Source: an optimization exercise on an open RTL-to-GDS flow (aim: a short achievable clock period and few clock cycles). Production flows keep margins and buffers that such runs may drop. The RTL was checked by simulation tests, not by an equivalence proof against the original design. Power and IR drop assume default switching activity.

`flow/flow/run.sh`:
```
#!/bin/bash
# Standard ORFS layout (the standard.sh, standard synthesis), with the setup repair
# steps aiming for a larger slack than the 12 ns clock needs, so that the layout is
# optimised for a short period, and with plain buffers on the ports. The SDC is
# the standard flow's, unchanged.
set -eo pipefail
export SETUP_SLACK_MARGIN=8.0
export SKIP_LAST_GASP=1
export BUFFER_PORTS_ARGS="-buffer_cell sky130_fd_sc_hd__buf_4"
bash standard.sh > make_standard.log 2>&1
```
`flow/standard.sh`:
```
#!/bin/bash
# synth_recipe.tcl (not shown) runs the flow's synth.tcl, then flattens the netlist and writes it again
# the make line also repeats each setting of config.mk as NAME=value (left out here)
make -C /OpenROAD-flow-scripts/flow DESIGN_CONFIG=/design/flow/config.mk WORK_HOME=/design/flow/orfs CLKGATE_MAP_FILE= SYNTH_SCRIPT=/design/flow/synth_recipe.tcl "${@:-finish}"
```
`flow/config.mk`:
```
export PLATFORM = sky130hd
export DESIGN_NAME = processor_verilog
export DESIGN_NICKNAME = processor_verilog
export VERILOG_FILES = /design/flow/design.v
export SDC_FILE = /design/flow/constraint.sdc
export NUM_CORES = 4
export LEC_CHECK = 0
export ABC_CLOCK_PERIOD_IN_PS = 4000
export CAP_MARGIN = 20
export CORE_MARGIN = 2
export CORE_UTILIZATION = 30
export PLACE_DENSITY = 0.5
export SLEW_MARGIN = 20
export TNS_END_PERCENT = 5
```
`flow/constraint.sdc`:
```
create_clock -name core_clock -period 12.0 [get_ports {clk}]
set_input_delay 2.4000 -clock core_clock [delete_from_list [all_inputs] [get_ports {clk}]]
set_output_delay 2.4000 -clock core_clock [all_outputs]
set_load 0.01 [all_outputs]
```
`flow/design.v`:
```
module processor_verilog (
    input  wire        clk,
    input  wire        reset,
    output wire [15:0] rom_addr,
    input  wire [31:0] rom_data,
    output wire        out_valid,
    output wire [15:0] out_data,
    output wire        halted
);
    reg [15:0] regs [0:15];
    reg [15:0] ram  [0:255];
    reg        fo, fn, fc;        
    reg [15:0] zr;                
    wire       fz = (zr == 16'd0);
    reg        halted_r;
    reg        out_valid_r;
    reg [15:0] out_data_r;
    reg [15:0] fa;                
    reg        rflag;             
    reg [15:0] res;
    reg        arr_i;             
    reg [15:0] arr_pc;
    reg [15:0] arr_pc1;           
    reg [15:0] arr_pn;            
    reg [15:0] arr_po;            
    reg        arr_pt;            
    reg        arr_d;             
    reg  [1:0] qc;
    reg [31:0] q0_ir, q1_ir;
    reg [15:0] q0_pc, q1_pc, q0_pn, q1_pn, q0_po, q1_po;
    reg        q0_pt, q1_pt, q0_bi, q1_bi;
    reg        ev;
    reg [31:0] ir;
    reg [15:0] pce, pc1e, pne, poe;
    reg        pte;
    reg        bie;               
    reg  [7:0] rq_dst, ar_dst;
    reg        mwb;               
    reg [16:0] m8 [0:7];          
    reg [15:0] md_oh;             
    reg        ma15, mb15;
    reg        w_v;
    reg [15:0] w_data;
    reg [15:0] w_lo, w_hi;        
    reg        fwd;               
    localparam NB = 4;
    reg [15:0] bt_tag [0:NB-1];
    reg [15:0] bt_tgt [0:NB-1];
    reg [15:0] bt_off [0:NB-1];
    reg        bt_v   [0:NB-1];
    reg  [1:0] bt_ptr;
    reg        bu_v, bu_taken;
    reg [15:0] bu_pc, bu_tgt, bu_off;
    reg [15:0] ra_lo, ra_hi;      
    reg [15:0] d_a_oh, d_b_oh;    
    reg        d_alu, d_mul, d_regwe, d_out_r, d_out_m, d_st_imm, d_store, d_ld_reg;
    reg        d_ld_rom, d_rom, d_jmp, d_j7, d_rel, d_halt, d_self;
    reg  [8:0] d_op;              
    reg  [4:0] d_cs;              
    reg [15:0] d_rd_oh;           
    reg [15:0] d_rlo, d_rhi;      
    reg        hz_rq, hz_ar;      
    reg        mdep;              
    wire [3:0]  rd    = ir[19:16];
    wire [15:0] opnd  = ir[15:0];
    reg  [15:0] a, b;             
    reg  [15:0] dv, ram_rd;
    reg  [15:0] ram_grp [0:15];
    integer si, sj;
    always @* begin
        dv = 16'd0;
        for (si = 0; si < 16; si = si + 1) begin
            dv = dv | ({16{d_rd_oh[si]}} & regs[si]);
        end
        ram_rd = 16'd0;
        for (si = 0; si < 16; si = si + 1) begin
            ram_grp[si] = 16'd0;
            for (sj = 0; sj < 16; sj = sj + 1)
                ram_grp[si] = ram_grp[si] | ({16{ra_lo[sj]}} & ram[16 * si + sj]);
            ram_rd = ram_rd | ({16{ra_hi[si]}} & ram_grp[si]);
        end
    end
    wire [15:0] ram_a = fwd ? w_data : ram_rd;    
    function [16:0] ks17;
        input [16:0] x, y;
        input        cin;
        reg   [16:0] g, p, gg, pp;
        integer i;
        begin
            g = x & y;
            p = x ^ y;
            gg = g;
            pp = p;
            gg[0] = g[0] | (p[0] & cin);
            for (i = 16; i >= 1; i = i - 1) begin gg[i] = gg[i] | (pp[i] & gg[i-1]); pp[i] = pp[i] & pp[i-1]; end
            for (i = 16; i >= 2; i = i - 1) begin gg[i] = gg[i] | (pp[i] & gg[i-2]); pp[i] = pp[i] & pp[i-2]; end
            for (i = 16; i >= 4; i = i - 1) begin gg[i] = gg[i] | (pp[i] & gg[i-4]); pp[i] = pp[i] & pp[i-4]; end
            for (i = 16; i >= 8; i = i - 1) begin gg[i] = gg[i] | (pp[i] & gg[i-8]); pp[i] = pp[i] & pp[i-8]; end
            for (i = 16; i >= 16; i = i - 1) begin gg[i] = gg[i] | (pp[i] & gg[i-16]); pp[i] = pp[i] & pp[i-16]; end
            ks17 = p ^ {gg[15:0], cin};
        end
    endfunction
    wire cond  = (d_cs[0]) | (d_cs[1] & fz) | (d_cs[2] & fc) | (d_cs[3] & fn) | (d_cs[4] & fo);
    wire taken = d_jmp && cond;
    wire [15:0] jv = opnd;
    wire [16:0] pce_jv = ks17({1'b0, pce}, {1'b0, jv}, 1'b0);
    wire [15:0] target = taken ? (d_rel ? pce_jv[15:0] : jv) : pc1e;
    reg         j7p, j7rel;
    reg  [15:0] j7pc, j7pn, vreg;
    wire [16:0] j7sum = ks17({1'b0, j7pc}, {1'b0, vreg}, 1'b0);
    wire [15:0] j7tgt = j7rel ? j7sum[15:0] : vreg;
    wire pred_ok = bie | (d_j7 ? (taken || !pte) :
                          taken ? (pte ? (d_rel ? (poe == opnd) : (pne == opnd)) : d_self) : !pte);
    wire haz      = hz_rq || hz_ar;
    wire stall    = haz || mdep || (d_store && rflag) || j7p || (mwb && d_regwe);
    wire fire     = ev && !stall && !halted_r;
    wire redirect = fire && !pred_ok;
    wire j7redir  = j7p && (j7tgt != j7pn);
    wire halting  = fire && d_halt;
    wire dreq     = fire && d_rom;
    wire [16:0] sum  = ks17({1'b0, a}, {1'b0, b}, 1'b0);
    wire [16:0] dsum = ks17({1'b0, a}, {1'b0, ~b}, 1'b1);
    wire [16:0] diff = {~dsum[16], dsum[15:0]};
    wire [7:0]  opg = d_op[7:0] & {8{!mwb}};
    wire [16:0] r = ({17{opg[0]}} & sum) |
                    ({17{opg[1]}} & diff) |
                    ({17{opg[2]}} & {1'b0, a & b}) |
                    ({17{opg[3]}} & {1'b0, a | b}) |
                    ({17{opg[4]}} & {1'b0, a ^ b}) |
                    ({17{opg[5]}} & {1'b1, ~a}) |
                    ({17{opg[6]}} & {a, 1'b0}) |
                    ({17{opg[7]}} & {2'b00, a[15:1]});
    wire alu_o = (a[15] == b[15]) && (r[15] != a[15]);
    function [33:0] csa;   
        input [16:0] x, y, z;
        csa = {((x & y) | (x & z) | (y & z)) << 1, x ^ y ^ z};
    endfunction
    reg [16:0] l0 [0:15];
    reg [16:0] l1 [0:10];
    reg [16:0] l2 [0:7];
    reg [16:0] l3 [0:5];
    reg [16:0] l4 [0:3];
    reg [16:0] l5 [0:2];
    reg [16:0] l6 [0:1];
    integer j;
    always @* begin
        for (j = 0; j < 16; j = j + 1) l0[j] = b[j] ? ({1'b0, a} << j) : 17'd0;
        for (j = 0; j < 5; j = j + 1) {l1[2*j+1], l1[2*j]} = csa(l0[3*j], l0[3*j+1], l0[3*j+2]);
        l1[10] = l0[15];
        for (j = 0; j < 3; j = j + 1) {l2[2*j+1], l2[2*j]} = csa(l1[3*j], l1[3*j+1], l1[3*j+2]);
        l2[6] = l1[9];
        l2[7] = l1[10];
    end
    always @* begin
        for (j = 0; j < 2; j = j + 1) {l3[2*j+1], l3[2*j]} = csa(m8[3*j], m8[3*j+1], m8[3*j+2]);
        l3[4] = m8[6];
        l3[5] = m8[7];
        for (j = 0; j < 2; j = j + 1) {l4[2*j+1], l4[2*j]} = csa(l3[3*j], l3[3*j+1], l3[3*j+2]);
        {l5[1], l5[0]} = csa(l4[0], l4[1], l4[2]);
        l5[2] = l4[3];
        {l6[1], l6[0]} = csa(l5[0], l5[1], l5[2]);
    end
    wire [16:0] mres = ks17(l6[0], l6[1], 1'b0);
    wire mul_o = (ma15 == mb15) && (mres[15] != ma15);
    wire [31:0] w     = rom_data;
    wire [3:0]  wk    = w[27:24];
    wire        w_jf  = (w[31:28] == 4'hF) && (wk <= 4'd9);
    reg         wcond;
    always @* begin
        case (wk)
            4'd0, 4'd5: wcond = 1'b1;
            4'd1, 4'd6: wcond = fz;
            4'd2, 4'd7: wcond = fc;
            4'd3, 4'd8: wcond = fn;
            4'd4, 4'd9: wcond = fo;
            default:    wcond = 1'b0;
        endcase
    end
    wire        wrel   = (wk >= 4'd5);
    wire [15:0] wnext  = wcond ? (wrel ? arr_pc + w[15:0] : w[15:0]) : arr_pc1;
    wire        wself  = wrel ? (w[15:0] == 16'd1) : (w[15:0] == arr_pc1);
    wire        flags_final = (qc == 2'd0) && (!ev || !d_alu) && !mwb;
    wire        early  = arr_i && w_jf && (flags_final || wk == 4'd0 || wk == 4'd5) &&
                         (arr_pt ? !wcond : (wcond && !wself));
    reg        bhit;
    reg [15:0] btgt, boff;
    integer bi;
    always @* begin
        bhit = 1'b0;
        btgt = 16'd0;
        boff = 16'd0;
        for (bi = 0; bi < NB; bi = bi + 1) begin
            if (bt_v[bi] && bt_tag[bi] == fa) begin
                bhit = 1'b1;
                btgt = bt_tgt[bi];
                boff = bt_off[bi];
            end
        end
    end
    wire [15:0] fa1  = fa + 16'd1;
    wire [15:0] pred = bhit ? btgt : fa1;
    wire can_issue = !rflag && !halted_r && !halting && !redirect && !early && !j7redir &&
                     (qc == 2'd0 || (qc == 2'd1 && !arr_i));
    always @(posedge clk) begin
        if (reset) begin
            fa      <= {15'd0, fa == 16'd0};
            arr_i   <= (fa == 16'd0);
            arr_pc  <= 16'd0;
            arr_pc1 <= 16'd1;
            arr_pn  <= 16'd1;
            arr_po  <= 16'd1;
            arr_pt  <= 1'b0;
            arr_d   <= 1'b0;
            rflag   <= 1'b0;
        end else begin
            arr_i   <= can_issue;
            arr_pc  <= fa;
            arr_pc1 <= fa1;
            arr_pn  <= pred;
            arr_po  <= boff;
            arr_pt  <= bhit;
            arr_d   <= rflag;
            if (halting || halted_r) begin
                fa    <= 16'd0;
                rflag <= 1'b0;
            end else if (redirect) begin
                fa    <= target;
                rflag <= 1'b0;
            end else if (j7redir) begin
                fa    <= j7tgt;
                rflag <= 1'b0;
            end else if (dreq) begin
                fa    <= d_ld_rom ? opnd : ram_a;
                res   <= early ? wnext : rflag ? res : can_issue ? pred : fa;
                rflag <= 1'b1;
            end else if (early) begin
                fa    <= wnext;
                rflag <= 1'b0;
            end else if (rflag) begin
                fa    <= res;
                rflag <= 1'b0;
            end else if (can_issue) begin
                fa    <= pred;
            end
        end
    end
    always @(posedge clk) begin
        if (reset) begin
            bu_v <= 1'b0;
        end else begin
            bu_v     <= (redirect || (fire && bie)) && d_jmp && !d_j7;
            bu_taken <= taken;
            bu_pc    <= pce;
            bu_tgt   <= target;
            bu_off   <= d_rel ? jv : jv - pce;
        end
    end
    reg        bmatch;
    reg  [1:0] bmi;
    always @* begin
        bmatch = 1'b0;
        bmi = bt_ptr;
        for (bi = 0; bi < NB; bi = bi + 1) begin
            if (bt_v[bi] && bt_tag[bi] == bu_pc) begin
                bmatch = 1'b1;
                bmi = bi[1:0];
            end
        end
    end
    always @(posedge clk) begin
        if (reset) begin
            for (bi = 0; bi < NB; bi = bi + 1) bt_v[bi] <= 1'b0;
            bt_ptr <= 2'd0;
        end else if (bu_v) begin
            if (bu_taken) begin
                bt_v[bmi]   <= 1'b1;
                bt_tag[bmi] <= bu_pc;
                bt_tgt[bmi] <= bu_tgt;
                bt_off[bmi] <= bu_off;
                if (!bmatch) bt_ptr <= bt_ptr + 2'd1;
            end else if (bmatch) begin
                bt_v[bmi] <= 1'b0;
            end
        end
    end
    wire take = !ev || fire;
    always @(posedge clk) begin
        if (reset || redirect || j7redir || halting || halted_r) begin
            ev <= 1'b0;
            qc <= 2'd0;
        end else if (take) begin
            if (qc == 2'd0) begin
                ev <= arr_i;
            end else begin
                ev <= 1'b1;
                qc <= (qc == 2'd1) ? {1'b0, arr_i} : (arr_i ? 2'd2 : 2'd1);
            end
        end else if (arr_i) begin
            qc <= qc + 2'd1;
        end
    end
    always @(posedge clk) begin
        if (take) begin
            if (qc == 2'd0) begin
                ir  <= rom_data;
                pce <= arr_pc; pc1e <= arr_pc1; pne <= arr_pn; poe <= arr_po; pte <= arr_pt; bie <= early;
            end else begin
                ir  <= q0_ir;
                pce <= q0_pc; pc1e <= q0_pc + 16'd1; pne <= q0_pn; poe <= q0_po; pte <= q0_pt; bie <= q0_bi;
            end
        end
        if (take ? (qc == 2'd2) : 1'b0) begin
            q0_ir <= q1_ir;
            q0_pc <= q1_pc; q0_pn <= q1_pn; q0_po <= q1_po; q0_pt <= q1_pt; q0_bi <= q1_bi;
        end else if (take ? (qc == 2'd1) : (qc == 2'd0)) begin
            q0_ir <= rom_data;
            q0_pc <= arr_pc; q0_pn <= arr_pn; q0_po <= arr_po; q0_pt <= arr_pt; q0_bi <= early;
        end
        if (take ? (qc == 2'd2) : (qc == 2'd1)) begin
            q1_ir <= rom_data;
            q1_pc <= arr_pc; q1_pn <= arr_pn; q1_po <= arr_po; q1_pt <= arr_pt; q1_bi <= early;
        end
    end
    wire [31:0] x    = (qc == 2'd0) ? rom_data : q0_ir;
    wire [15:0] xpc1 = (qc == 2'd0) ? arr_pc1 : q0_pc + 16'd1;
    wire [7:0]  xh   = x[31:24];
    wire [3:0]  xk   = x[27:24];
    wire x_alu    = (xh[7:4] == 4'h1);
    wire x_mul    = x_alu && (xk == 4'h8);
    wire x_out_r  = (xh == 8'h22);
    wire x_out_m  = (xh == 8'h42);
    wire x_st_imm = (xh == 8'h41);
    wire x_st_reg = (xh == 8'h91);
    wire x_ld_reg = (xh == 8'h92);
    wire x_ld_rom = (xh == 8'h31);
    wire x_ld_ind = (xh == 8'h32);
    wire x_jmp    = (xh[7:4] == 4'hF) || (xh[7:4] == 4'h7);
    wire x_rel    = (xk >= 4'd5);
    wire x_uses_ra = x_out_m || x_st_imm || x_st_reg || x_ld_reg || (xh[7:4] == 4'h7);
    wire x_flags  = x_jmp && (xk != 4'd0) && (xk != 4'd5) && (xk <= 4'd9);
    wire [7:0] x_raddr = x_ld_ind ? x[23:16] : x[7:0];
    wire [7:0] e_dst = d_ld_rom ? ir[23:16] : ir[7:0];
    wire x_hz_rq = dreq && ((x_uses_ra && x[7:0] == e_dst) || (x_ld_ind && x[23:16] == e_dst));
    wire x_hz_ar = rflag && ((x_uses_ra && x[7:0] == rq_dst) || (x_ld_ind && x[23:16] == rq_dst));
    wire x_mdep  = fire && d_mul && ((x_alu && (x[3:0] == rd || x[11:8] == rd)) ||
                                     ((x_out_r || x_st_reg) && x[19:16] == rd) || x_flags);
    wire x_fwd   = fire && d_store && (x_raddr == ir[7:0]);
    integer di;
    always @(posedge clk) begin
        if (reset) begin
            hz_rq <= 1'b0;
            hz_ar <= 1'b0;
            mdep  <= 1'b0;
            fwd   <= 1'b0;
        end else if (take) begin
            hz_rq <= x_hz_rq;
            hz_ar <= x_hz_ar;
            mdep  <= x_mdep;
            fwd   <= x_fwd;
        end else begin
            hz_rq <= 1'b0;
            hz_ar <= hz_rq;
            mdep  <= 1'b0;
            fwd   <= 1'b0;
        end
        if (take) begin
            for (di = 0; di < 16; di = di + 1) begin
                ra_lo[di]  <= (x_raddr[3:0] == di[3:0]);
                ra_hi[di]  <= (x_raddr[7:4] == di[3:0]);
                d_a_oh[di] <= (x[3:0] == di[3:0]);
                d_b_oh[di] <= (x[11:8] == di[3:0]);
            end
            d_alu    <= x_alu;
            d_mul    <= x_mul;
            d_regwe  <= (x_alu && !x_mul) || x_ld_reg;
            d_out_r  <= x_out_r;
            d_out_m  <= x_out_m;
            d_st_imm <= x_st_imm;
            d_store  <= x_st_imm || x_st_reg;
            d_ld_reg <= x_ld_reg;
            d_ld_rom <= x_ld_rom;
            d_rom    <= x_ld_rom || x_ld_ind;
            d_jmp    <= x_jmp;
            d_j7     <= (xh[7:4] == 4'h7);
            d_rel    <= x_rel;
            d_halt   <= (x[31:16] == 16'h0000);
            d_self   <= x_rel ? (x[15:0] == 16'd1) : (x[15:0] == xpc1);
            for (di = 0; di < 9; di = di + 1) d_op[di] <= x_alu && (xk == di[3:0]);
            d_cs[0]  <= x_jmp && (xk == 4'd0 || xk == 4'd5);
            d_cs[1]  <= x_jmp && (xk == 4'd1 || xk == 4'd6);
            d_cs[2]  <= x_jmp && (xk == 4'd2 || xk == 4'd7);
            d_cs[3]  <= x_jmp && (xk == 4'd3 || xk == 4'd8);
            d_cs[4]  <= x_jmp && (xk == 4'd4 || xk == 4'd9);
            for (di = 0; di < 16; di = di + 1) begin
                d_rd_oh[di] <= (x[19:16] == di[3:0]);
                d_rlo[di]   <= (x[3:0] == di[3:0]);
                d_rhi[di]   <= (x[7:4] == di[3:0]);
            end
        end
    end
    wire reg_we = ev && d_regwe && !mdep && !j7p && !mwb;    
    wire [16:0] rall   = r | ({17{mwb}} & mres);
    wire [15:0] reg_wd = ({16{d_ld_reg && !mwb}} & ram_a) | rall[15:0];
    wire [15:0] we_vec = ({16{reg_we}} & d_rd_oh) | ({16{mwb}} & md_oh);
    reg  [15:0] xa_oh, xb_oh, xa_val, xb_val;
    integer oi;
    always @* begin
        xa_val = 16'd0;
        xb_val = 16'd0;
        for (oi = 0; oi < 16; oi = oi + 1) begin
            xa_oh[oi] = (x[3:0] == oi[3:0]);
            xb_oh[oi] = (x[11:8] == oi[3:0]);
            xa_val = xa_val | ({16{xa_oh[oi]}} & regs[oi]);
            xb_val = xb_val | ({16{xb_oh[oi]}} & regs[oi]);
        end
    end
    wire xa_w  = |(xa_oh & we_vec);
    wire xb_w  = |(xb_oh & we_vec);
    wire cur_a_w = |(d_a_oh & we_vec);
    wire cur_b_w = |(d_b_oh & we_vec);
    always @(posedge clk) begin
        if (take) begin
            a <= xa_w ? reg_wd : xa_val;
            b <= xb_w ? reg_wd : xb_val;
        end else begin
            if (cur_a_w) a <= reg_wd;
            if (cur_b_w) b <= reg_wd;
        end
    end
    integer ri;
    always @(posedge clk) begin
        if (reset) begin
            for (ri = 0; ri < 16; ri = ri + 1) regs[ri] <= 16'd0;
            fo <= 1'b0;
            fn <= 1'b0;
            fc <= 1'b0;
            zr <= 16'd0;
        end else begin
            for (ri = 0; ri < 16; ri = ri + 1) begin
                if (we_vec[ri]) regs[ri] <= reg_wd;
            end
            if (mwb || (ev && d_alu && !d_mul && !j7p)) begin
                fo <= mwb ? mul_o : alu_o;
                fn <= rall[15];
                fc <= rall[16];
                zr <= rall[15:0];
            end
        end
    end
    wire [15:0] ram_wd = d_st_imm ? opnd : dv;
    always @(posedge clk) begin
        if (reset) begin
            w_v <= 1'b0;
        end else begin
            w_v <= fire && d_store;
        end
        if (fire && d_store) begin
            w_data <= ram_wd;
            w_lo   <= d_rlo;
            w_hi   <= d_rhi;
        end
    end
    wire [15:0] ram_wbus = arr_d ? rom_data[15:0] : w_data;
    wire [15:0] ar_lo, ar_hi;
    genvar gi;
    generate
        for (gi = 0; gi < 16; gi = gi + 1) begin : g_dec
            assign ar_lo[gi] = (ar_dst[3:0] == gi);
            assign ar_hi[gi] = (ar_dst[7:4] == gi);
        end
    endgenerate
    wire [15:0] wen_lo = arr_d ? ar_lo : (w_v ? w_lo : 16'd0);
    wire [15:0] wen_hi = arr_d ? ar_hi : w_hi;
    integer wi;
    always @(posedge clk) begin
        for (wi = 0; wi < 256; wi = wi + 1) begin
            if (wen_hi[wi / 16] && wen_lo[wi % 16]) ram[wi] <= ram_wbus;
        end
    end
    always @(posedge clk) begin
        if (reset) j7p <= 1'b0;
        else       j7p <= fire && d_j7 && taken;
        if (ev && d_j7) begin
            vreg  <= ram_a;
            j7rel <= d_rel;
            j7pc  <= pce;
            j7pn  <= pne;
        end
    end
    always @(posedge clk) begin
        if (dreq) rq_dst <= e_dst;
        ar_dst <= rq_dst;
    end
    always @(posedge clk) begin
        if (reset) begin
            mwb <= 1'b0;
        end else begin
            mwb <= fire && d_mul;
            if (ev && d_mul) begin
                for (j = 0; j < 8; j = j + 1) m8[j] <= l2[j];
                md_oh <= d_rd_oh;
                ma15  <= a[15];
                mb15  <= b[15];
            end
        end
    end
    always @(posedge clk) begin
        if (reset) begin
            out_valid_r <= 1'b0;
            halted_r    <= 1'b0;
        end else begin
            out_valid_r <= fire && (d_out_r || d_out_m);
            out_data_r  <= d_out_r ? dv : ram_a;
            if (halting) halted_r <= 1'b1;
        end
    end
    assign rom_addr  = fa;
    assign out_valid = out_valid_r;
    assign out_data  = out_data_r;
    assign halted    = halted_r;
endmodule
```
==> flow_metrics.py, run 1 <==
metrics = {
    "outcome": {
        "outcome": "complete, no violations",
    },
    "timing": {
        "layout_setup_ws_ns": 7.002,
        "worst_hold_slack_ns": 0.4144,
        "setup-violations-final": 0,
        "timing.clock.skew_ns": 0.1434,
        "setup_tns_ns": 0,
        "tightest_slew_ns": 1.283,
        "slew-limit-headroom_pct": 14.49,
        "crit_path_time_final_ns": 4.998,
        "grt_setup_unrepaired": "yes",
        "finalMaxSlewViolations": 0,
        "max_freq_ghz": 0.2001,
        "finalHoldViolCount": 0,
        "finalCritPeriodShare_pct": 41.65,
    },
    "global_route": {
        "first_global_vias": 131600,
        "grt_util_all_layers_pct": 22.98,
        "number_of_antenna_violations_at_the_first_check_in_global_routing": 61,
        "grt_first_pass_wirelength_um": 1150000,
        "grt_max_degree": 176,
        "globalRouteOverflowTotal": 0,
    },
    "logic_synthesis": {
        "synth-warning-count": 12,
        "synth_compound_area_share_pct": 13.68,
        "synthesized_netlist_net_count": 13770,
        "mappedNetlistArea_sq_um": 211100,
        "ys_dominant_reg_cell": "sky130_fd_sc_hd__edfxtp_1",
        "synth.distinct_cells": 89,
        "main_combinational_cell_family_by_area_after_synthesis": "compound AO/OA/AOI/OAI gates",
        "synth_edf_count": 4977,
        "synth.avg_cell_area_sq_um": 15.66,
        "yosys-mux-area-fraction_pct": 1.472,
        "netlist_instances": 13480,
        "synth_xor_area_share_pct": 1.406,
        "asyncSetResetFlopFracSynth_pct": 0,
        "post_synth_fa_ha_maj_area_fraction_pct": 1.917,
        "seq_area_frac_synth_pct": 74.42,
        "synthesis_stage_register_bit_count": 5358,
        "simple_gate_fraction_of_synth_area_pct": 5.004,
    },
    "clock_network": {
        "hold_buffers": 0,
        "clk-insertion-delay-late_ns": 1.15,
        "clk_pin_slew_ns": 0.06,
        "cts_tree": "yes",
        "cts_made_buffers": 577,
        "clockRootBuffer": "sky130_fd_sc_hd__clkbuf_16",
        "htree_num_levels": 6,
        "clk_sink_count": 5358,
        "ctsLongestPathBuffers": 4,
    },
    "placed_design": {
        "routabilityCongestion": 0.9019,
        "place.port_buffers": 67,
        "place_worst_setup_slack_ns": 5.221,
        "post-dp-hpwl_um": 473500,
    },
    "pwr": {
        "static-leakage-power_nw": 82.32,
        "finalPower_w": 0.06306,
        "power_density_nw_per_um2": 248.7,
        "peakVddDrop_v": 0.0003516,
    },
    "min_path": {
        "hold_depth": 0,
        "min_path_type": "reg2reg",
        "worstHoldStart": "d_rhi[13]",
        "hold-path-endpoint": "w_hi[13]",
    },
    "critical_path": {
        "worstReg2RegStart": "ra_lo[8]",
        "timing.setup.critical_path_class": "reg2reg",
        "reg2reg_to": "regs[12][10]",
        "cp_max_fo": 14,
        "worstSetupStartpointType": "flip-flop",
        "worstPathRequired_ns": 12.90,
        "crit_arrival_ns": 5.90,
        "worstRegToRegCells": 17,
        "rrSetupSlack_ns": 7.00,
        "crit_path_end_kind": "flip-flop",
    },
    "die": {
        "rows": 308,
        "ios": 68,
        "starting_density_of_the_core_pct": 30.06,
        "floorplan.die_area_sq_um": 710300,
        "floorplan.die.width_um": 842.8,
        "floorplan.die.height_um": 842.8,
        "core_sq_um": 702100,
    },
    "detailed_routing": {
        "routed_via_density": 5.875,
        "drt_iter0_markers": 23720,
        "detail_route.wl_per_cell_um": 35.89,
        "post-route-drc-count": 0,
        "antenna_violating_nets_post_route": 0,
        "via_count": 141200,
        "drt_wl_total_um": 862900,
        "dr.pass1.iters": 8,
    },
    "layout": {
        "final_nets": 14560,
        "final_layout_size_suffix_gt1_share_pct": 18.21,
        "reg_with_most_ffs": "ram",
        "syn_to_final_growth_pct": 20.13,
        "biggestRegsByFlops": "ram (4096), regs (256), m8 (71)",
        "flip_flop_count_of_the_largest_register_all_copies_and_words_added": 4096,
    },
    "run": {
        "timing.max_cap.violations": 0,
    },
}
[final cells by class]
| cell class | count | area [sq um] |
|---|---|---|
| Antenna cell | 24 | 60.06 |
| Clock buffer | 769 | 15830 |
| Clock inverter | 262 | 2152 |
| Fill cell | 66190 | 448600 |
| Inverter | 282 | 1090 |
| Multi-Input combinational cell | 6948 | 52950 |
| Sequential cell | 5358 | 157100 |
| Tap cell | 9300 | 11640 |
| Timing Repair Buffer | 1099 | 12730 |
| Timing Repair inverter | 1 | 5.005 |
[synth_stat cells (all sizes together), types with 63 or more instances]
cell | number | area (sq um)
a221oi | 806 | 7066
inv | 274 | 1028
o21ai | 382 | 1912
a211oi | 197 | 1484
buf | 211 | 818.3
nor2b | 63 | 394.1
nand3 | 280 | 1401
ha | 157 | 1964
nor2 | 984 | 3694
edfxtp | 4977 | 149500
a21oi | 323 | 1617
mux2i | 145 | 1451
nor3 | 89 | 456.7
dfxtp | 381 | 7627
nand4 | 355 | 2221
a22o | 793 | 6945
fa | 104 | 2082
nand2 | 296 | 1111
clkbuf | 679 | 2549
xnor2 | 277 | 2426
a22oi | 1020 | 7657
mux2 | 147 | 1655
[stage by stage]
step                      instances  util, %  cell area, sq um
after detailed placement      22640    32.38            227300
after global routing          24020    36.10            253500
final                         24040    36.11            253500
after global placement        22630    32.35            227100
after CTS                     23920    35.82            251500
after floorplan               13480        -            211400
[per-layer routing]
layer  wire length (um)  vias to the layer above  GRT usage [%]
li1                   -                    56240              -
met1             350400                    74010          32.68
met2             375300                     9422          34.36
met3             101300                     1564          5.535
met4              35750                       14          7.888
met5                134                        -        0.06665
[critical path, stage by stage, from the launching register on]
cell,delay (ns)
sky130_fd_sc_hd__edfxtp_1,0.45
sky130_fd_sc_hd__buf_12,0.18
sky130_fd_sc_hd__buf_16,0.15
sky130_fd_sc_hd__buf_16,0.15
sky130_fd_sc_hd__buf_12,0.14
sky130_fd_sc_hd__bufbuf_16,0.31
sky130_fd_sc_hd__a22o_1,0.22
sky130_fd_sc_hd__a221oi_1,0.39
sky130_fd_sc_hd__nand4_1,0.55
sky130_fd_sc_hd__a22oi_1,0.39
sky130_fd_sc_hd__nand4_1,0.47
sky130_fd_sc_hd__nor3_2,0.37
sky130_fd_sc_hd__buf_6,0.20
sky130_fd_sc_hd__a21oi_2,0.11
sky130_fd_sc_hd__a21oi_2,0.22
sky130_fd_sc_hd__buf_6,0.17
sky130_fd_sc_hd__buf_12,0.14
sky130_fd_sc_hd__a21oi_1,0.08
[worst max-delay path by stage]
stage,from,end,slack [ns],cells after the start
after floorplan,mwb,q0_bi,6.58,8
after global placement,ra_lo[5],b[4],4.88,11
after detailed placement,ra_lo[5],a[4],5.22,11
after CTS,vreg[0],fa[15],7.27,15
after global routing,ra_lo[9],fa[4],7.05,15
final,ra_lo[8],regs[12][10],7.00,17
[where the power goes]
group / total (W) / switching [W] / internal (W)
logic: 0.0219 / 0.0151 / 0.00685
clock network: 0.0174 / 0.00756 / 0.00980
registers: 0.0238 / 0.00108 / 0.0227
total: 0.0631 / 0.0237 / 0.0393
[cell families after synthesis]
| kind of cell | Yosys count |
|---|---|
| AND/OR/NAND/NOR | 2262 |
| XOR/XNOR | 337 |
| AO/OA/AOI/OAI | 3795 |
| flip-flops | 5358 |
| multiplexers | 292 |
| adder cells (fa/ha/maj) | 261 |
| buffers and inverters | 1172 |
[cells in the final DEF, fill, tap and decap left out, types with 78 or more instances in the layout]
master / n
sky130_fd_sc_hd__a211oi_1: 177
sky130_fd_sc_hd__a21oi_1: 287
sky130_fd_sc_hd__a221oi_1: 749
sky130_fd_sc_hd__a22o_1: 790
sky130_fd_sc_hd__a22oi_1: 966
sky130_fd_sc_hd__buf_12: 78
sky130_fd_sc_hd__buf_4: 801
sky130_fd_sc_hd__clkbuf_1: 146
sky130_fd_sc_hd__clkbuf_16: 615
sky130_fd_sc_hd__clkinv_1: 120
sky130_fd_sc_hd__dfxtp_1: 379
sky130_fd_sc_hd__edfxtp_1: 4977
sky130_fd_sc_hd__fa_1: 102
sky130_fd_sc_hd__ha_1: 154
sky130_fd_sc_hd__inv_1: 264
sky130_fd_sc_hd__mux2_2: 138
sky130_fd_sc_hd__mux2i_1: 134
sky130_fd_sc_hd__nand2_1: 281
sky130_fd_sc_hd__nand3_1: 271
sky130_fd_sc_hd__nand4_1: 355
sky130_fd_sc_hd__nor2_1: 690
sky130_fd_sc_hd__nor2_2: 268
sky130_fd_sc_hd__nor3_1: 81
sky130_fd_sc_hd__o21ai_0: 284
sky130_fd_sc_hd__xnor2_1: 274
[what timing repair did]
item / in CTS / in global routing
endpoints found under the setup margin: 2135 / 2231
pin swaps: 124 / 114
resized for setup: 463 / 180
cloned: 81 / 19
setup buffers: 165 / 80
Testbench counts, summed over its fixed seeds: cycles 116,821.
==> run 2: changes to the inputs <==
--- a/flow/design.v
+++ b/flow/design.v
@@ -36,6 +36,9 @@
     reg        bie;               
     reg  [7:0] rq_dst, ar_dst;
     reg        mwb;               
+    reg        lwb;               
+    reg [15:0] lq;                
+    reg [15:0] ld_oh;             
     reg [16:0] m8 [0:7];          
     reg [15:0] md_oh;             
     reg        ma15, mb15;
@@ -61,6 +64,7 @@
     reg [15:0] d_rlo, d_rhi;      
     reg        hz_rq, hz_ar;      
     reg        mdep;              
+    reg        ldep;              
     wire [3:0]  rd    = ir[19:16];
     wire [15:0] opnd  = ir[15:0];
     reg  [15:0] a, b;             
@@ -112,7 +116,7 @@
     wire pred_ok = bie | (d_j7 ? (taken || !pte) :
                           taken ? (pte ? (d_rel ? (poe == opnd) : (pne == opnd)) : d_self) : !pte);
     wire haz      = hz_rq || hz_ar;
-    wire stall    = haz || mdep || (d_store && rflag) || j7p || (mwb && d_regwe);
+    wire stall    = haz || mdep || ldep || (d_store && rflag) || j7p || ((mwb || lwb) && d_regwe);
     wire fire     = ev && !stall && !halted_r;
     wire redirect = fire && !pred_ok;
     wire j7redir  = j7p && (j7tgt != j7pn);
@@ -121,7 +125,7 @@
     wire [16:0] sum  = ks17({1'b0, a}, {1'b0, b}, 1'b0);
     wire [16:0] dsum = ks17({1'b0, a}, {1'b0, ~b}, 1'b1);
     wire [16:0] diff = {~dsum[16], dsum[15:0]};
-    wire [7:0]  opg = d_op[7:0] & {8{!mwb}};
+    wire [7:0]  opg = d_op[7:0] & {8{!mwb && !lwb}};
     wire [16:0] r = ({17{opg[0]}} & sum) |
                     ({17{opg[1]}} & diff) |
                     ({17{opg[2]}} & {1'b0, a & b}) |
@@ -342,6 +346,8 @@
     wire [7:0] e_dst = d_ld_rom ? ir[23:16] : ir[7:0];
     wire x_hz_rq = dreq && ((x_uses_ra && x[7:0] == e_dst) || (x_ld_ind && x[23:16] == e_dst));
     wire x_hz_ar = rflag && ((x_uses_ra && x[7:0] == rq_dst) || (x_ld_ind && x[23:16] == rq_dst));
+    wire x_ldep  = fire && d_ld_reg && ((x_alu && (x[3:0] == rd || x[11:8] == rd)) ||
+                                        ((x_out_r || x_st_reg) && x[19:16] == rd));
     wire x_mdep  = fire && d_mul && ((x_alu && (x[3:0] == rd || x[11:8] == rd)) ||
                                      ((x_out_r || x_st_reg) && x[19:16] == rd) || x_flags);
     wire x_fwd   = fire && d_store && (x_raddr == ir[7:0]);
@@ -351,16 +357,19 @@
             hz_rq <= 1'b0;
             hz_ar <= 1'b0;
             mdep  <= 1'b0;
+            ldep  <= 1'b0;
             fwd   <= 1'b0;
         end else if (take) begin
             hz_rq <= x_hz_rq;
             hz_ar <= x_hz_ar;
             mdep  <= x_mdep;
+            ldep  <= x_ldep;
             fwd   <= x_fwd;
         end else begin
             hz_rq <= 1'b0;
             hz_ar <= hz_rq;
             mdep  <= 1'b0;
+            ldep  <= 1'b0;
             fwd   <= 1'b0;
         end
         if (take) begin
@@ -398,10 +407,10 @@
             end
         end
     end
-    wire reg_we = ev && d_regwe && !mdep && !j7p && !mwb;    
+    wire reg_we = ev && d_regwe && !d_ld_reg && !mdep && !ldep && !j7p && !mwb && !lwb;    
     wire [16:0] rall   = r | ({17{mwb}} & mres);
-    wire [15:0] reg_wd = ({16{d_ld_reg && !mwb}} & ram_a) | rall[15:0];
-    wire [15:0] we_vec = ({16{reg_we}} & d_rd_oh) | ({16{mwb}} & md_oh);
+    wire [15:0] reg_wd = ({16{lwb}} & lq) | rall[15:0];
+    wire [15:0] we_vec = ({16{reg_we}} & d_rd_oh) | ({16{mwb}} & md_oh) | ({16{lwb}} & ld_oh);
     reg  [15:0] xa_oh, xb_oh, xa_val, xb_val;
     integer oi;
     always @* begin
@@ -439,7 +448,7 @@
             for (ri = 0; ri < 16; ri = ri + 1) begin
                 if (we_vec[ri]) regs[ri] <= reg_wd;
             end
-            if (mwb || (ev && d_alu && !d_mul && !j7p)) begin
+            if (mwb || (ev && d_alu && !d_mul && !j7p && !lwb)) begin
                 fo <= mwb ? mul_o : alu_o;
                 fn <= rall[15];
                 fc <= rall[16];
@@ -494,8 +503,14 @@
     always @(posedge clk) begin
         if (reset) begin
             mwb <= 1'b0;
+            lwb <= 1'b0;
         end else begin
             mwb <= fire && d_mul;
+            lwb <= fire && d_ld_reg;
+            if (ev && d_ld_reg) begin
+                lq    <= ram_a;
+                ld_oh <= d_rd_oh;
+            end
             if (ev && d_mul) begin
                 for (j = 0; j < 8; j = j + 1) m8[j] <= l2[j];
                 md_oh <= d_rd_oh;
==> run 2 against run 1 <==
Sequential share of layout area decreased by 0.063 points. Flip-flop and latch count increased by 34. Clock skew decreased by 0.024 ns. Maximum frequency increased by 2.4%. First-iteration DRC count decreased by 6.5%. Global-route usage increased by 0.32 points. Synthesized area increased by 0.82%. Critical path depth decreased by 4. Critical endpoint is now out_data_r[10]. Synthesized cell count increased by 1.2%.
==> flow_metrics.py, run 2 <==
metrics = {
    "outcome": {
        "outcome": "complete, no violations",
    },
    "logic_synthesis": {
        "synth.avg_cell_area_sq_um": 15.61,
        "synth-warning-count": 12,
        "mappedNetlistArea_sq_um": 212800,
        "asyncSetResetFlopFracSynth_pct": 0,
        "seq_area_frac_synth_pct": 74.29,
        "synthesis_stage_register_bit_count": 5392,
        "post-synth-top-area-fraction_pct": 70.68,
        "synthMostInstantiatedCell": "sky130_fd_sc_hd__edfxtp_1",
        "yosys-top-cells-area": "sky130_fd_sc_hd__edfxtp_1, sky130_fd_sc_hd__a22oi_1, sky130_fd_sc_hd__dfxtp_1",
        "synth_common_cells": "sky130_fd_sc_hd__edfxtp_1, sky130_fd_sc_hd__a22oi_1, sky130_fd_sc_hd__nor2_1, sky130_fd_sc_hd__a221oi_1, sky130_fd_sc_hd__a22o_1",
        "synth_edf_count": 5009,
        "yosysTopAreaCell": "sky130_fd_sc_hd__edfxtp_1",
        "synthesized_netlist_net_count": 13930,
        "netlist_instances": 13630,
        "synth.distinct_cells": 101,
        "ys_dominant_reg_cell": "sky130_fd_sc_hd__edfxtp_1",
    },
    "timing": {
        "slew-limit-headroom_pct": 14.65,
        "tightest_slew_ns": 1.275,
        "finalHoldViolCount": 0,
        "crit_path_time_final_ns": 4.878,
        "timing.clock.skew_ns": 0.1192,
        "finalMaxSlewViolations": 0,
        "finalCritPeriodShare_pct": 40.65,
        "setup-violations-final": 0,
        "setup_tns_ns": 0,
        "max_freq_ghz": 0.2050,
        "grt_setup_unrepaired": "yes",
    },
    "detailed_routing": {
        "dr.pass1.iters": 8,
        "antenna_violating_nets_post_route": 0,
        "drt_iter0_markers": 22190,
        "via_count": 142400,
        "detail_route.wl_per_cell_um": 35.91,
        "routed_via_density": 5.871,
        "drt_wl_total_um": 871300,
        "post-route-drc-count": 0,
    },
    "clock_network": {
        "hold_buffers": 0,
        "ctsLongestPathBuffers": 4,
        "clockRootBuffer": "sky130_fd_sc_hd__clkbuf_16",
        "htree_num_levels": 6,
        "cts_made_buffers": 580,
        "clk_sink_count": 5392,
        "clk-insertion-delay-late_ns": 1.17,
        "cts_tree": "yes",
        "clk_pin_slew_ns": 0.06,
    },
    "placed_design": {
        "post-dp-hpwl_um": 479900,
        "place.port_buffers": 67,
        "routabilityCongestion": 0.9147,
        "placedCellCount": 22830,
    },
    "layout": {
        "flip_flop_count_of_the_largest_register_all_copies_and_words_added": 4096,
        "area_taken_by_multi_input_logic_gates_sq_um": 53760,
        "syn_to_final_growth_pct": 20.03,
        "final_layout_size_suffix_gt1_share_pct": 18.28,
        "most-common-layout-cells": "sky130_fd_sc_hd__edfxtp_1, sky130_fd_sc_hd__a22oi_1, sky130_fd_sc_hd__buf_4, sky130_fd_sc_hd__nor2_1, sky130_fd_sc_hd__a22o_1",
        "biggestRegsByFlops": "ram (4096), regs (256), m8 (71)",
        "nFillCells": 66770,
        "most_frequent_standard_cell_in_the_layout_excluding_fill_and_tap_cells": "sky130_fd_sc_hd__edfxtp_1",
        "stdcell_count": 24260,
        "final_nets": 14760,
        "reg_with_most_ffs": "ram",
        "seqCellArea_sq_um": 158100,
    },
    "die": {
        "floorplan.die.width_um": 846.2,
        "core_sq_um": 707500,
        "rows": 309,
        "floorplan.die_area_sq_um": 716100,
        "ios": 68,
        "floorplan.die.height_um": 846.2,
        "starting_density_of_the_core_pct": 30.08,
    },
    "global_route": {
        "number_of_antenna_violations_at_the_first_check_in_global_routing": 75,
        "globalRouteOverflowTotal": 0,
        "first_global_vias": 133400,
        "grt_util_all_layers_pct": 23.30,
        "grt_max_degree": 162,
        "grt_first_pass_wirelength_um": 1171000,
    },
    "run": {
        "timing.max_cap.violations": 0,
    },
    "critical_path": {
        "cell_class_contributing_the_biggest_share_of_worst_path_delay": "simple AND/OR/NAND/NOR gates",
        "critical-path-max-stage-delay_ns": 0.82,
        "crit_slowest_cell": "sky130_fd_sc_hd__nand4_1",
        "worstPathRequired_ns": 12.84,
        "cp_max_fo": 7,
        "worstSetupStartpointType": "flip-flop",
        "timing.critical_path.buf_inv": 4,
        "worstPathCellList": "buf_6 -> buf_8 -> buf_16 -> buf_16 -> a22o_1 -> a221oi_2 -> nand4_1 -> a221oi_2 -> nand4_1 -> nor4_4 -> a21oi_4 -> nor2_1 -> a21oi_1",
        "crit_arrival_ns": 5.72,
        "timing.setup.critical_path_class": "reg2reg",
        "crit_path_end_kind": "flip-flop",
    },
    "min_path": {
        "min_path_type": "reg2reg",
    },
    "pwr": {
        "static-leakage-power_nw": 82.97,
        "power_density_nw_per_um2": 243.6,
        "peakVddDrop_v": 0.0001752,
    },
}
-- run 2: cell count changes after synthesis, moves of 26 or more --
cell | previous run | this run
sky130_fd_sc_hd__a211oi_1 | 196 | 281
sky130_fd_sc_hd__xnor2_1 | 277 | 247
sky130_fd_sc_hd__a22oi_1 | 1020 | 1203
sky130_fd_sc_hd__nor2_1 | 984 | 1032
sky130_fd_sc_hd__edfxtp_1 | 4977 | 5009
sky130_fd_sc_hd__a21oi_1 | 323 | 255
sky130_fd_sc_hd__a221oi_1 | 805 | 693
sky130_fd_sc_hd__nand3_1 | 280 | 330
sky130_fd_sc_hd__nand2_1 | 296 | 347
sky130_fd_sc_hd__a22o_1 | 793 | 672
sky130_fd_sc_hd__mux2i_1 | 145 | 98
sky130_fd_sc_hd__o21ai_0 | 379 | 295
sky130_fd_sc_hd__clkbuf_1 | 679 | 623
sky130_fd_sc_hd__xor2_1 | 59 | 85
-- run 2: final cells by class --
type / instances / share of cell area, %
Antenna cell: 23 / 0.02253
Clock buffer: 756 / 6.109
Clock inverter: 277 / 0.9352
Inverter: 260 / 0.4081
Multi-Input combinational cell: 7101 / 21.05
Sequential cell: 5392 / 61.89
Tap cell: 9330 / 4.570
Timing Repair Buffer: 1124 / 5.008
Timing Repair inverter: 1 / 0.006368
-- run 2: cell families (layout without fill, tap and decap cells) --
logic type | count (synthesis) | count (layout) | share of synthesized area [%]
adder cells (fa/ha/maj) | 261 | 261 | 1.901
XOR/XNOR | 333 | 333 | 1.377
AND/OR/NAND/NOR | 2469 | 2472 | 5.475
AO/OA/AOI/OAI | 3766 | 3767 | 13.55
multiplexers | 268 | 268 | 1.361
flip-flops | 5392 | 5392 | 74.29
other | 0 | 23 | 0
buffers and inverters | 1143 | 2418 | 2.050
-- run 2: worst paths after layout --
check | startpoint | to | slack (ns) | depth (start not counted)
setup / recovery | ra_lo[8] | out_data_r[10] | 7.12 | 13
hold / removal | d_rhi[6] | w_hi[6] | 0.39 | 0
setup reg to reg | ra_lo[8] | out_data_r[10] | 7.12 | 13
hold reg to reg | d_rhi[6] | w_hi[6] | 0.39 | 0
-- run 2: metrics by stage --
stage | setup WS [ns] | hold WS, ns | power, W | util [%] | instance area, sq um
2_1_floorplan | 6.930 | 0.4003 | 0.03239 | - | 213000
3_3_place_gp | 5.391 | 0.4092 | 0.04103 | 32.35 | 228900
3_5_place_dp | 5.337 | 0.4063 | 0.04110 | 32.37 | 229000
4_1_cts | 7.256 | 0.3921 | 0.06119 | 35.91 | 254100
5_1_grt | 7.156 | 0.4053 | 0.06367 | 36.09 | 255400
6_report | 7.122 | 0.3949 | 0.06222 | 36.10 | 255400
-- run 2: what timing repair did --
| action | in CTS | in global routing |
|---|---|---|
| resized for setup | 544 | 143 |
| buffers inserted | 227 | 48 |
| endpoints found under the setup margin | 1217 | 1218 |
| pin swaps | 129 | 29 |
| gates cloned | 91 | 7 |
-- run 2: worst register-to-register path, delay by kind of cell (launching register included) --
family | cells | cell delay, ns
AO/OA/AOI/OAI | 5 | 1.19
buffers and inverters | 4 | 0.66
flip-flops | 1 | 0.52
AND/OR/NAND/NOR | 4 | 2.19
-- run 2: routing by layer --
metal / share of wire (%) / global-route usage, %
met1: 41 / 32.66
met3: 11 / 4.959
met4: 4.8 / 9.375
met5: 0.024 / 0
met2: 44 / 35.25
-- run 2: power by group --
group          leakage (nW)  switching, W  internal (W)
combinational          25.4        0.0143       0.00662
clock                  8.78       0.00772       0.00974
sequential             48.8       0.00112        0.0227
total                  83.0        0.0231        0.0391
Testbench counts of run 2, summed over its fixed seeds: cycles 119,272.

[static timing again, ports no longer ideal]
How much do the figures lean on ideal ports? The routed layouts below were timed once more, with nothing changed but the port constraints. Step 1: set_driving_cell puts a clkbuf_16 on clk and a buf_2 on each other input, an assumption about the parent block. Step 2 moves the port delays by t, midway between the first and last clock arrival at a register: inputs arrive t later, outputs are due t later. That takes back most of the time a late clock gives input paths. a / b / c = no drivers / after step 1 / after step 2; a / b = the first two.
run	t, ns	setup slack, ns	hold WS [ns]
run 1	1.203	7.002 / 7.002 / 6.100	0.414 / 0.414 / 0.414
run 2	1.219	7.122 / 7.122 / 6.077	0.395 / 0.395 / 0.395
After both steps setup and hold are still met in every run listed. For run 2, which loses most, drivers alone change the setup slack by 0.000 ns; drivers and shift together by -1.045 ns.
